Context: an optimization exercise on an open-source flow, tuned for small area and a short achievable clock period. The choices shown serve that exercise and are no tape-out recipe. The RTL was checked by simulation tests, not by an equivalence proof against the original design. Power and IR drop assume default switching activity.

==> flow/design.v (excerpt) <==
module generic_fifo_dc(clk, rst, clr, din, we, dout, re,
			full, empty, full_n, empty_n, level );
parameter dw=8;
parameter aw=8;
parameter n=9;
parameter max_size = 1<<aw;
localparam la = aw/2;		 
localparam ha = aw-la;
localparam rl = aw-3;		 
localparam rh = aw-rl;
function [aw:0] inc;
	input [aw:0] a;
	integer k;
	begin
		for (k = 0; k <= aw; k = k + 1)
			inc[k] = a[k] ^ ((a & ((1 << k) - 1)) == ((1 << k) - 1));
	end
endfunction
function [aw:0] dec;
	input [aw:0] a;
	integer k;
	begin
		for (k = 0; k <= aw; k = k + 1)
			dec[k] = a[k] ^ ((a & ((1 << k) - 1)) == 0);
	end
endfunction
input			clk, rst, clr;
input	[dw-1:0]	din;
input			we;
output	[dw-1:0]	dout;
input			re;
output			full;
output			empty;
output			full_n;
output			empty_n;
output	[1:0]		level;
reg	[aw:0]		wp;
wire	[aw:0]		wp_pl1;
reg	[aw:0]		rp;
wire	[aw:0]		rp_pl1;
reg	[aw:0]		wp_s, rp_s;
reg	[aw:0]		diff_r1, diff_r2;
reg			re_r, we_r;
reg			full, empty, full_n, empty_n;
reg	[1:0]		level;
reg	[(1<<la)-1:0]	wp_lo_n;	 
reg	[(1<<ha)-1:0]	wp_hi_n;	 
reg	[aw:0]		fp;
reg	[(1<<rl)-1:0]	fp_lo;		 
reg	[(1<<rh)-1:0]	fp_hi;		 
reg			fp_av;		 
wire			fetch;
reg			fetch_r, fetch_rr;
reg	[1:0]		fidx_r, fidx_rr;
reg	[dw-1:0]	rdata_r;
wire	[dw-1:0]	rdata;
reg	[dw-1:0]	buf0, buf1, buf2, buf3;
reg	[dw-1:0]	do_reg;
assign dout = do_reg;
generic_dpram  #(aw,dw,la,rl) u0(
	.clk(		clk		),
	.wsel_lo_n(	wp_lo_n		),
	.wsel_hi_n(	wp_hi_n		),
	.di(		din		),
	.rsel_lo(	fp_lo		),
	.rsel_hi(	fp_hi		),
	.dout(		rdata		)
	);
always @(posedge clk)
  ...
Size: ~4800 cells after synthesis, ~2300 flip-flops, about 83000 um^2 of cells after synthesis.
Settings: LEC_CHECK=0, CAP_MARGIN=20, CORE_MARGIN=2, CORE_UTILIZATION=65, CTS_CLUSTER_DIAMETER=100, CTS_CLUSTER_SIZE=26, SETUP_SLACK_MARGIN=3.05, SLEW_MARGIN=20; clock period 5.0 ns.
run.sh (not shown) runs the stock make flow with config.mk's settings and CLKGATE_MAP_FILE= SYNTH_SCRIPT=/design/flow/synth_recipe.tcl, a recipe that flattens the netlist after the stock synthesis.
Rerun with:
- CAP_MARGIN: 20 -> 10
- CORE_UTILIZATION: 65 -> 60
- SETUP_SLACK_MARGIN: 3.05 -> 2.95
- SLEW_MARGIN: 20 -> 10
Clock power is about the same. Setup slack gets better by 0.014 ns. Final cell count increases slightly. Final area shrinks slightly. Power hardly moves. Synthesized cell count does not change. Critical path depth stays the same. Routed wire length went up by a few percent. Clock skew rose by 0.029 ns.
Rerun with:
- CAP_MARGIN: 10 -> 20
- CORE_UTILIZATION: 60 -> 70
- SLEW_MARGIN: 10 -> 20
The changed run produced a clean layout.
Fmax fell by 0.45%.
Power fell by 0.35%.
Wire length fell by 4.0%.
Hold slack barely changes.
Non-clock buffer count fell by 27.
Worst setup slack got worse by 0.0099 ns.
Global-route usage rose by 4.7 points.
Die area fell by 14%.
Sequential cell count stays the same.
Area after synthesis stays the same.

========
== before ==
Starting RTL as in the previous note.
Settings: LEC_CHECK=0, CAP_MARGIN=20, CORE_MARGIN=2, CORE_UTILIZATION=60, CTS_CLUSTER_DIAMETER=100, CTS_CLUSTER_SIZE=26, SETUP_SLACK_MARGIN=2.95, SLEW_MARGIN=20; clock period 5.0 ns.
before ran to completion and came out clean on the timing, DRC and antenna checks.
Relative to before, the following input files were edited for after:
-- flow/config.mk --
<<< before, line 12
export CTS_CLUSTER_SIZE = 26
export SETUP_SLACK_MARGIN = 2.95
export SLEW_MARGIN = 20
>>> after, line 12
export CTS_CLUSTER_SIZE = 26
export SETUP_SLACK_MARGIN = 2.8
export SLEW_MARGIN = 20
Status | before and after | clean. Run comparison: after capture point of the worst path u0.mem[35][6]$_DFFE_PN_; before capture point of the worst path full. Status: clock network power share parity (before, after). Comparing after with before, the clock network power came out essentially unchanged. Global-route wire length before repair was lower in after than in before. Comparing before and after, the higher met2 layer usage reported by global route is on before. The launching element of the worst setup path comes out full$_DFF_P_ in one run and wp_lo_n[3]$_SDFFE_PP1P_ in the other, namely in before and after respectively.

-- what the ideal ports hide --
Ports are ideal in the flow. The routed layouts listed here were re-timed in OpenROAD. Step 1 assumes that a clkbuf_16 drives the clock port and a buf_2 every other input. Step 2, shift: input delay + t, output delay - t, t = (earliest + latest rising clock arrival at the registers) / 2. This alone moves slack from input paths to output paths. a / b / c = ideal ports / drivers / drivers and shift; a / b = the first two.
| run | t (ns) | slack for setup (ns) | hold slack, ns | worst setup path after step 2 |
|---|---|---|---|---|
| the first run of note 1 | 0.831 | 2.804 / 2.725 / 2.285 | 0.343 / 0.343 / 0.343 | input to register |
| the second run of note 1 | 0.833 | 2.817 / 2.729 / 2.253 | 0.336 / 0.336 / 0.336 | input to register |
| the third run of note 1 | 0.829 | 2.807 / 2.734 / 2.194 | 0.338 / 0.338 / 0.338 | input to register |
| before | 0.846 | 2.791 / 2.705 / 2.291 | 0.339 / 0.339 / 0.339 | input to register |
| after | 0.839 | 2.766 / 2.700 / 2.084 | 0.341 / 0.341 / 0.341 | input to register |
After both steps every run listed still meets setup and hold. The setup slack of after, which loses most, moves by -0.066 ns with the drivers and by -0.682 ns with both steps.
